From an optimization exercise on the open Yosys and OpenROAD flow, aimed at small area and a short achievable clock period; shortcuts taken in it are not production practice.
At most, simulation tests tie the RTL to the original design; equivalence was not proved.

==> inputs of build 26 <==
==> flow/design.v <==
module top_module (
    input         pclk,
    input         presetn,
    input         psel,
    input         penable,
    input         pwrite,
    input  [31:0] paddr,
    input  [31:0] pwdata,
    output [31:0] prdata,
    output        pready,
    output        irq,
    input  [31:0] aux_in,
    input  [31:0] pad_in,
    output [31:0] pad_out,
    output [31:0] pad_oe
);
    reg  [31:0] r_in, r_out, r_oe, r_inte, r_ptrig, r_aux, r_eclk, r_nec;
    reg  [1:0]  r_ctrl;
    reg         v_out, v_inte, v_ptrig, v_aux, v_eclk, v_nec;
    reg         r_irq;
    reg  [31:0] r_pad_out;
    reg  [31:0] r_prdata;
    wire        aligned = (paddr[31:6] == 26'd0) && (paddr[1:0] == 2'd0);
    wire [3:0]  a = paddr[5:2];
    wire        wr = psel && penable && pwrite;
    reg s_out, s_oe, s_inte, s_ptrig, s_aux, s_ctrl, s_eclk, s_nec;
    always @(posedge pclk) begin
        s_out   <= aligned && (a == 4'd1);
        s_oe    <= aligned && (a == 4'd2);
        s_inte  <= aligned && (a == 4'd3);
        s_ptrig <= aligned && (a == 4'd4);
        s_aux   <= aligned && (a == 4'd5);
        s_ctrl  <= aligned && (a == 4'd6);
        s_eclk  <= aligned && (a == 4'd8);
        s_nec   <= aligned && (a == 4'd9);
    end
    wire we_out   = wr && s_out;
    wire we_oe    = wr && s_oe;
    wire we_inte  = wr && s_inte;
    wire we_ptrig = wr && s_ptrig;
    wire we_aux   = wr && s_aux;
    wire we_ctrl  = wr && s_ctrl;
    wire we_eclk  = wr && s_eclk;
    wire we_nec   = wr && s_nec;
    wire        hold_out   = !we_out   && v_out;
    wire        hold_inte  = !we_inte  && v_inte;
    wire        hold_ptrig = !we_ptrig && v_ptrig;
    wire        hold_aux   = !we_aux   && v_aux;
    wire        hold_eclk  = !we_eclk  && v_eclk;
    wire        hold_nec   = !we_nec   && v_nec;
    wire [31:0] out_nx   = ({32{we_out}}   & pwdata) | ({32{hold_out}}   & r_out);
    wire [31:0] inte_nx  = ({32{we_inte}}  & pwdata) | ({32{hold_inte}}  & r_inte);
    wire [31:0] ptrig_nx = ({32{we_ptrig}} & pwdata) | ({32{hold_ptrig}} & r_ptrig);
    wire [31:0] aux_nx   = ({32{we_aux}}   & pwdata) | ({32{hold_aux}}   & r_aux);
    wire [31:0] eclk_nx  = ({32{we_eclk}}  & pwdata) | ({32{hold_eclk}}  & r_eclk);
    wire [31:0] nec_nx   = ({32{we_nec}}   & pwdata) | ({32{hold_nec}}   & r_nec);
    wire [31:0] pad_nx  = (aux_nx & aux_in) | (~aux_nx & out_nx);
    wire [31:0] pad_val = (r_oe & r_pad_out) | (~r_oe & pad_in);
    wire [31:0] ints_raw = r_inte & (r_in ^ r_ptrig);
    wire [1:0]  ctrl_nx = we_ctrl ? pwdata[1:0]
                                  : {r_ctrl[1] | (r_ctrl[0] & r_irq), r_ctrl[0]};
    reg  [31:0] rd_nx;
    always @(*) begin
        rd_nx = 32'd0;
        if (aligned) begin
            case (a)
                4'd0: rd_nx = pad_val;
                4'd1: rd_nx = v_out   ? r_out   : 32'd0;
                4'd2: rd_nx = r_oe;
                4'd3: rd_nx = v_inte  ? r_inte  : 32'd0;
                4'd4: rd_nx = v_ptrig ? r_ptrig : 32'd0;
                4'd5: rd_nx = v_aux   ? r_aux   : 32'd0;
                4'd6: rd_nx = {30'd0, ctrl_nx};
                4'd7: rd_nx = v_inte  ? ints_raw : 32'd0;
                4'd8: rd_nx = v_eclk  ? r_eclk  : 32'd0;
                4'd9: rd_nx = v_nec   ? r_nec   : 32'd0;
                default: rd_nx = 32'd0;
            endcase
        end
    end
    always @(posedge pclk or negedge presetn) begin
        if (!presetn) begin
            r_oe      <= 32'd0;
            r_ctrl    <= 2'd0;
            v_out     <= 1'b0;
            v_inte    <= 1'b0;
            v_ptrig   <= 1'b0;
            v_aux     <= 1'b0;
            v_eclk    <= 1'b0;
            v_nec     <= 1'b0;
            r_irq     <= 1'b0;
            r_pad_out <= 32'd0;
            r_prdata  <= 32'd0;
        end else begin
            if (we_oe) r_oe <= pwdata;
            r_ctrl    <= ctrl_nx;
            if (we_out)   v_out   <= 1'b1;
            if (we_inte)  v_inte  <= 1'b1;
            if (we_ptrig) v_ptrig <= 1'b1;
            if (we_aux)   v_aux   <= 1'b1;
            if (we_eclk)  v_eclk  <= 1'b1;
            if (we_nec)   v_nec   <= 1'b1;
            r_irq     <= v_inte && (|ints_raw);
            r_pad_out <= pad_nx;
            r_prdata  <= rd_nx;
        end
    end
    always @(posedge pclk) begin
        r_in    <= pad_val;
        r_out   <= out_nx;
        r_inte  <= inte_nx;
        r_ptrig <= ptrig_nx;
        r_aux   <= aux_nx;
        r_eclk  <= eclk_nx;
        r_nec   <= nec_nx;
    end
    assign prdata  = r_prdata;
    assign pready  = 1'b1;
    assign irq     = r_irq;
    assign pad_out = r_pad_out;
    assign pad_oe  = r_oe;
endmodule
==> flow/flow/run.sh <==
#!/bin/bash
# Standard layout, with the port buffers made of buf_1 cells instead of the
# resizer's default choice.
set -euo pipefail
export BUFFER_PORTS_ARGS="-buffer_cell sky130_fd_sc_hd__buf_1"
bash standard.sh > standard.log 2>&1
==> flow/standard.sh <==
#!/bin/bash
# synth_recipe.tcl (not shown) runs the flow's synth.tcl, then flattens the netlist and writes it again
# the make line also repeats each setting of config.mk as NAME=value (left out here)
make -C /OpenROAD-flow-scripts/flow DESIGN_CONFIG=/design/flow/config.mk WORK_HOME=/design/flow/orfs CLKGATE_MAP_FILE= SYNTH_SCRIPT=/design/flow/synth_recipe.tcl "${@:-finish}"
==> flow/config.mk <==
export PLATFORM = sky130hd
export DESIGN_NAME = top_module
export DESIGN_NICKNAME = top_module
export VERILOG_FILES = /design/flow/design.v
export SDC_FILE = /design/flow/constraint.sdc
export NUM_CORES = 4
export LEC_CHECK = 0
export ABC_AREA = 1
export CAP_MARGIN = 20
export CORE_MARGIN = 2
export CORE_UTILIZATION = 40
export CTS_CLUSTER_DIAMETER = 100
export CTS_CLUSTER_SIZE = 30
export SETUP_SLACK_MARGIN = 2.5
export SLEW_MARGIN = 20
==> flow/constraint.sdc <==
create_clock -name core_clock -period 4.5 [get_ports {pclk}]
set_input_delay 0.9000 -clock core_clock [delete_from_list [all_inputs] [get_ports {pclk}]]
set_output_delay 0.9000 -clock core_clock [all_outputs]
set_load 0.01 [all_outputs]
==> build 58: changes against build 26 <==
==> flow/design.v, changed modules only <==
module top_module (
    input         pclk,
    input         presetn,
    input         psel,
    input         penable,
    input         pwrite,
    input  [31:0] paddr,
    input  [31:0] pwdata,
    output [31:0] prdata,
    output        pready,
    output        irq,
    input  [31:0] aux_in,
    input  [31:0] pad_in,
    output [31:0] pad_out,
    output [31:0] pad_oe
);
    reg  [31:0] r_in, r_out, r_oe, r_inte, r_ptrig, r_aux, r_eclk, r_nec;
    reg  [1:0]  r_ctrl;
    reg         v_inte, v_eclk, v_nec;
    reg         r_irq;
    reg  [31:0] r_pad_out;
    reg  [31:0] r_prdata;
    wire        aligned = (paddr[31:6] == 26'd0) && (paddr[1:0] == 2'd0);
    wire [3:0]  a = paddr[5:2];
    wire        wr = psel && penable && pwrite;
    reg s_out, s_oe, s_inte, s_ptrig, s_aux, s_ctrl, s_eclk, s_nec;
    always @(posedge pclk) begin
        s_out   <= aligned && (a == 4'd1);
        s_oe    <= aligned && (a == 4'd2);
        s_inte  <= aligned && (a == 4'd3);
        s_ptrig <= aligned && (a == 4'd4);
        s_aux   <= aligned && (a == 4'd5);
        s_ctrl  <= aligned && (a == 4'd6);
        s_eclk  <= aligned && (a == 4'd8);
        s_nec   <= aligned && (a == 4'd9);
    end
    wire we_out   = wr && s_out;
    wire we_oe    = wr && s_oe;
    wire we_inte  = wr && s_inte;
    wire we_ptrig = wr && s_ptrig;
    wire we_aux   = wr && s_aux;
    wire we_ctrl  = wr && s_ctrl;
    wire we_eclk  = wr && s_eclk;
    wire we_nec   = wr && s_nec;
    wire [31:0] out_nx  = we_out ? pwdata : r_out;
    wire [31:0] aux_nx  = we_aux ? pwdata : r_aux;
    wire [31:0] pad_nx  = (aux_nx & aux_in) | (~aux_nx & out_nx);
    wire [31:0] pad_val = (r_oe & r_pad_out) | (~r_oe & pad_in);
    wire [31:0] inte    = r_inte & {32{v_inte}};
    wire [31:0] ints_nx = inte & (r_in ^ r_ptrig);
    wire [1:0]  ctrl_nx = we_ctrl ? pwdata[1:0]
                                  : {r_ctrl[1] | (r_ctrl[0] & r_irq), r_ctrl[0]};
    reg  [31:0] rd_nx;
    always @(*) begin
        rd_nx = 32'd0;
        if (aligned) begin
            case (a)
                4'd0: rd_nx = pad_val;
                4'd1: rd_nx = r_out;
                4'd2: rd_nx = r_oe;
                4'd3: rd_nx = inte;
                4'd4: rd_nx = r_ptrig;
                4'd5: rd_nx = r_aux;
                4'd6: rd_nx = {30'd0, ctrl_nx};
                4'd7: rd_nx = ints_nx;
                4'd8: rd_nx = r_eclk & {32{v_eclk}};
                4'd9: rd_nx = r_nec & {32{v_nec}};
                default: rd_nx = 32'd0;
            endcase
        end
    end
    always @(posedge pclk or negedge presetn) begin
        if (!presetn) begin
            r_out     <= 32'd0;
            r_oe      <= 32'd0;
            r_ptrig   <= 32'd0;
            r_aux     <= 32'd0;
            r_ctrl    <= 2'd0;
            v_inte    <= 1'b0;
            v_eclk    <= 1'b0;
            v_nec     <= 1'b0;
            r_irq     <= 1'b0;
            r_pad_out <= 32'd0;
            r_prdata  <= 32'd0;
        end else begin
            r_out     <= out_nx;
            if (we_oe)    r_oe    <= pwdata;
            if (we_ptrig) r_ptrig <= pwdata;
            r_aux     <= aux_nx;
            r_ctrl    <= ctrl_nx;
            if (we_inte)  v_inte  <= 1'b1;
            if (we_eclk)  v_eclk  <= 1'b1;
            if (we_nec)   v_nec   <= 1'b1;
            r_irq     <= |ints_nx;
            r_pad_out <= pad_nx;
            r_prdata  <= rd_nx;
        end
    end
    always @(posedge pclk) begin
        r_in <= pad_val;
        if (we_inte) r_inte <= pwdata;
        if (we_eclk) r_eclk <= pwdata;
        if (we_nec)  r_nec  <= pwdata;
    end
    assign prdata  = r_prdata;
    assign pready  = 1'b1;
    assign irq     = r_irq;
    assign pad_out = r_pad_out;
    assign pad_oe  = r_oe;
endmodule
ABC_AREA = default   (was 1)
CTS_CLUSTER_DIAMETER = default   (was 100)
CTS_CLUSTER_SIZE = default   (was 30)
SETUP_SLACK_MARGIN = 2.6   (was 2.5)
==> trial 48: changes against build 26 <==
==> flow/design.v, changed modules only <==
module top_module (
    input         pclk,
    input         presetn,
    input         psel,
    input         penable,
    input         pwrite,
    input  [31:0] paddr,
    input  [31:0] pwdata,
    output [31:0] prdata,
    output        pready,
    output        irq,
    input  [31:0] aux_in,
    input  [31:0] pad_in,
    output [31:0] pad_out,
    output [31:0] pad_oe
);
    reg  [31:0] r_in, r_out, r_oe, r_inte, r_ptrig, r_aux, r_eclk, r_nec;
    reg  [1:0]  r_ctrl;
    reg         v_inte, v_eclk, v_nec;
    reg         r_irq;
    reg  [31:0] r_pad_out;
    reg  [31:0] r_prdata;
    wire        aligned = (paddr[31:6] == 26'd0) && (paddr[1:0] == 2'd0);
    wire [3:0]  a = paddr[5:2];
    wire        wr = psel && penable && pwrite && aligned;
    wire we_out   = wr && (a == 4'd1);
    wire we_oe    = wr && (a == 4'd2);
    wire we_inte  = wr && (a == 4'd3);
    wire we_ptrig = wr && (a == 4'd4);
    wire we_aux   = wr && (a == 4'd5);
    wire we_ctrl  = wr && (a == 4'd6);
    wire we_eclk  = wr && (a == 4'd8);
    wire we_nec   = wr && (a == 4'd9);
    wire [31:0] out_nx  = we_out ? pwdata : r_out;
    wire [31:0] aux_nx  = we_aux ? pwdata : r_aux;
    wire [31:0] pad_nx  = (aux_nx & aux_in) | (~aux_nx & out_nx);
    wire [31:0] pad_val = (r_oe & r_pad_out) | (~r_oe & pad_in);
    wire [31:0] inte    = r_inte & {32{v_inte}};
    wire [31:0] ints_nx = inte & (r_in ^ r_ptrig);
    wire [1:0]  ctrl_nx = we_ctrl ? pwdata[1:0]
                                  : {r_ctrl[1] | (r_ctrl[0] & r_irq), r_ctrl[0]};
    reg  [31:0] rd_nx;
    always @(*) begin
        rd_nx = 32'd0;
        if (aligned) begin
            case (a)
                4'd0: rd_nx = pad_val;
                4'd1: rd_nx = r_out;
                4'd2: rd_nx = r_oe;
                4'd3: rd_nx = inte;
                4'd4: rd_nx = r_ptrig;
                4'd5: rd_nx = r_aux;
                4'd6: rd_nx = {30'd0, ctrl_nx};
                4'd7: rd_nx = ints_nx;
                4'd8: rd_nx = r_eclk & {32{v_eclk}};
                4'd9: rd_nx = r_nec & {32{v_nec}};
                default: rd_nx = 32'd0;
            endcase
        end
    end
    always @(posedge pclk or negedge presetn) begin
        if (!presetn) begin
            r_out     <= 32'd0;
            r_oe      <= 32'd0;
            r_ptrig   <= 32'd0;
            r_aux     <= 32'd0;
            r_ctrl    <= 2'd0;
            v_inte    <= 1'b0;
            v_eclk    <= 1'b0;
            v_nec     <= 1'b0;
            r_irq     <= 1'b0;
            r_pad_out <= 32'd0;
            r_prdata  <= 32'd0;
        end else begin
            r_out     <= out_nx;
            if (we_oe)    r_oe    <= pwdata;
            if (we_ptrig) r_ptrig <= pwdata;
            r_aux     <= aux_nx;
            r_ctrl    <= ctrl_nx;
            if (we_inte)  v_inte  <= 1'b1;
            if (we_eclk)  v_eclk  <= 1'b1;
            if (we_nec)   v_nec   <= 1'b1;
            r_irq     <= |ints_nx;
            r_pad_out <= pad_nx;
            r_prdata  <= rd_nx;
        end
    end
    always @(posedge pclk) begin
        r_in <= pad_val;
        if (we_inte) r_inte <= pwdata;
        if (we_eclk) r_eclk <= pwdata;
        if (we_nec)  r_nec  <= pwdata;
    end
    assign prdata  = r_prdata;
    assign pready  = 1'b1;
    assign irq     = r_irq;
    assign pad_out = r_pad_out;
    assign pad_oe  = r_oe;
endmodule
==> flow/run.sh (new file) <==
#!/bin/bash
# synth_recipe.tcl (not shown) runs the flow's synth.tcl, then flattens the netlist and writes it again
# the make line also repeats each setting of config.mk as NAME=value (left out here)
make -C /OpenROAD-flow-scripts/flow DESIGN_CONFIG=/design/flow/config.mk WORK_HOME=/design/flow/orfs CLKGATE_MAP_FILE= SYNTH_SCRIPT=/design/flow/synth_recipe.tcl finish
ABC_AREA = default   (was 1)
CTS_CLUSTER_DIAMETER = default   (was 100)
CTS_CLUSTER_SIZE = default   (was 30)
SETUP_SLACK_MARGIN = default   (was 2.5)
removed: flow/flow/run.sh
removed: flow/standard.sh
==> trial 25: changes against build 26 <==
ABC_AREA = default   (was 1)
==> impl_metrics.yaml <==
status:
  status: "timing/DRC/antenna clean"
synthesis:
  synth_largest_area_cell: "dfrtp_1"
  syn_area_per_cell_um2: 12.7
finish:
  diodes: 0
  buffer_area_share_pct: 14.0
  stdcell_count: 1840
  nMultiInputCombCells: 709
  multi_input_area_um2: 5580
  seq_cell_count: 326
sta:
  rsz0062_at_grt: "no"
  tightest_slew_ns: 1.09
critical_path:
  crit_path_end: "r_ptrig[2]"
  required_ns: 4.90
route:
  wl_per_cell_um: 22.8
  dr.pass1.iters: 6
  routed_wl_um: 41900
  routed-wl-met2_um: 20400
power_and_ir_drop:
  seqPwrFrac_pct: 49.3
[end of results for trial 48]
==> impl_metrics.yaml <==
sta:
  rsz0062_at_grt: "yes"
route:
  dr.pass1.iters: 7
power_and_ir_drop:
  seqPwrFrac_pct: 47.3
finish:
  nMultiInputCombCells: 771
  diodes: 1
  multi_input_area_um2: 5720
  stdcell_count: 2030
critical_path:
  required_ns: 3.60
  crit_path_end: "irq"
status:
  status: "timing/DRC/antenna clean"
synthesis:
  syn_area_per_cell_um2: 11.8
[end of results for build 58]
==> impl_metrics.yaml <==
route:
  wl_per_cell_um: 22.0
  routed_wl_um: 47100
  routed-wl-met2_um: 21400
  dr.pass1.iters: 8
sta:
  min_period_ns: 2.04
  rsz0062_at_grt: "yes"
finish:
  stdcell_count: 2140
  diodes: 1
  nMultiInputCombCells: 992
  buffer_area_share_pct: 9.96
  seq_cell_count: 337
  multi_input_area_um2: 6090
status:
  status: "timing/DRC/antenna clean"
synthesis:
  syn_area_per_cell_um2: 9.37
  synthAdderAreaFrac_pct: 0
cts:
  htreeDepth: 1
floorplanning:
  start_util_pct: 40.7
critical_path:
  required_ns: 3.60
  crit_path_end: "prdata[10]"
[end of results for trial 25]
==> impl_metrics.yaml <==
finish:
  stdcell_count: 2532
  diodes: 0
  buffer_area_share_pct: 9.48
  multi_input_area_um2: 5620
status:
  status: "timing/DRC/antenna clean"
critical_path:
  startpoint_type: "register"
  crit_path_end: "prdata[20]"
  crit_path_cell_trace: "buf_2"
route:
  routed_wl_um: 47600
  routed-wl-met2_um: 22800
  wl_per_cell_um: 18.8
sta:
  tightest_slew_ns: 0.817
  rsz0062_at_grt: "yes"
grt:
  grt_start_max_net_pins: 66
synthesis:
  syn_area_per_cell_um2: 7.62
  synth-seq-cells: 337
  synth-simple-area-share_pct: 25.5
power_and_ir_drop:
  seqPwrFrac_pct: 61.7
[end of results for build 26]
For build 58, only the layout was checked, not whether the RTL still works.

## port drivers added, routing unchanged
How much do the figures lean on ideal ports? The routed layouts below were timed once more, with nothing changed but the port constraints. Step 1 assumes that a clkbuf_16 drives the clock port and a buf_2 every other input. Step 2 times the ports against the registers' clock, not the clock port: input delays grow and output delays shrink by t, the midpoint of the rising clock arrivals with the driver on. a / b / c = ideal / step 1 / step 2; a / b = the first two.
| run | t, ns | setup slack, ns | slew at the worst register clock pin (ns) |
|---|---|---|---|
| build 26 | 0.559 | 2.480 / 2.430 / 2.009 | 0.12 / 0.12 |
| build 58 | 0.573 | 2.483 / 2.426 / 2.077 | 0.06 / 0.06 |
| trial 48 | 0.561 | 1.339 / 1.362 / 0.801 | 0.06 / 0.06 |
| trial 25 | 0.569 | 2.460 / 2.408 / 2.011 | 0.12 / 0.12 |
After both steps setup and hold are still met in every run listed. For trial 48, which loses most, drivers alone change the setup slack by +0.023 ns; drivers and shift together by -0.538 ns.
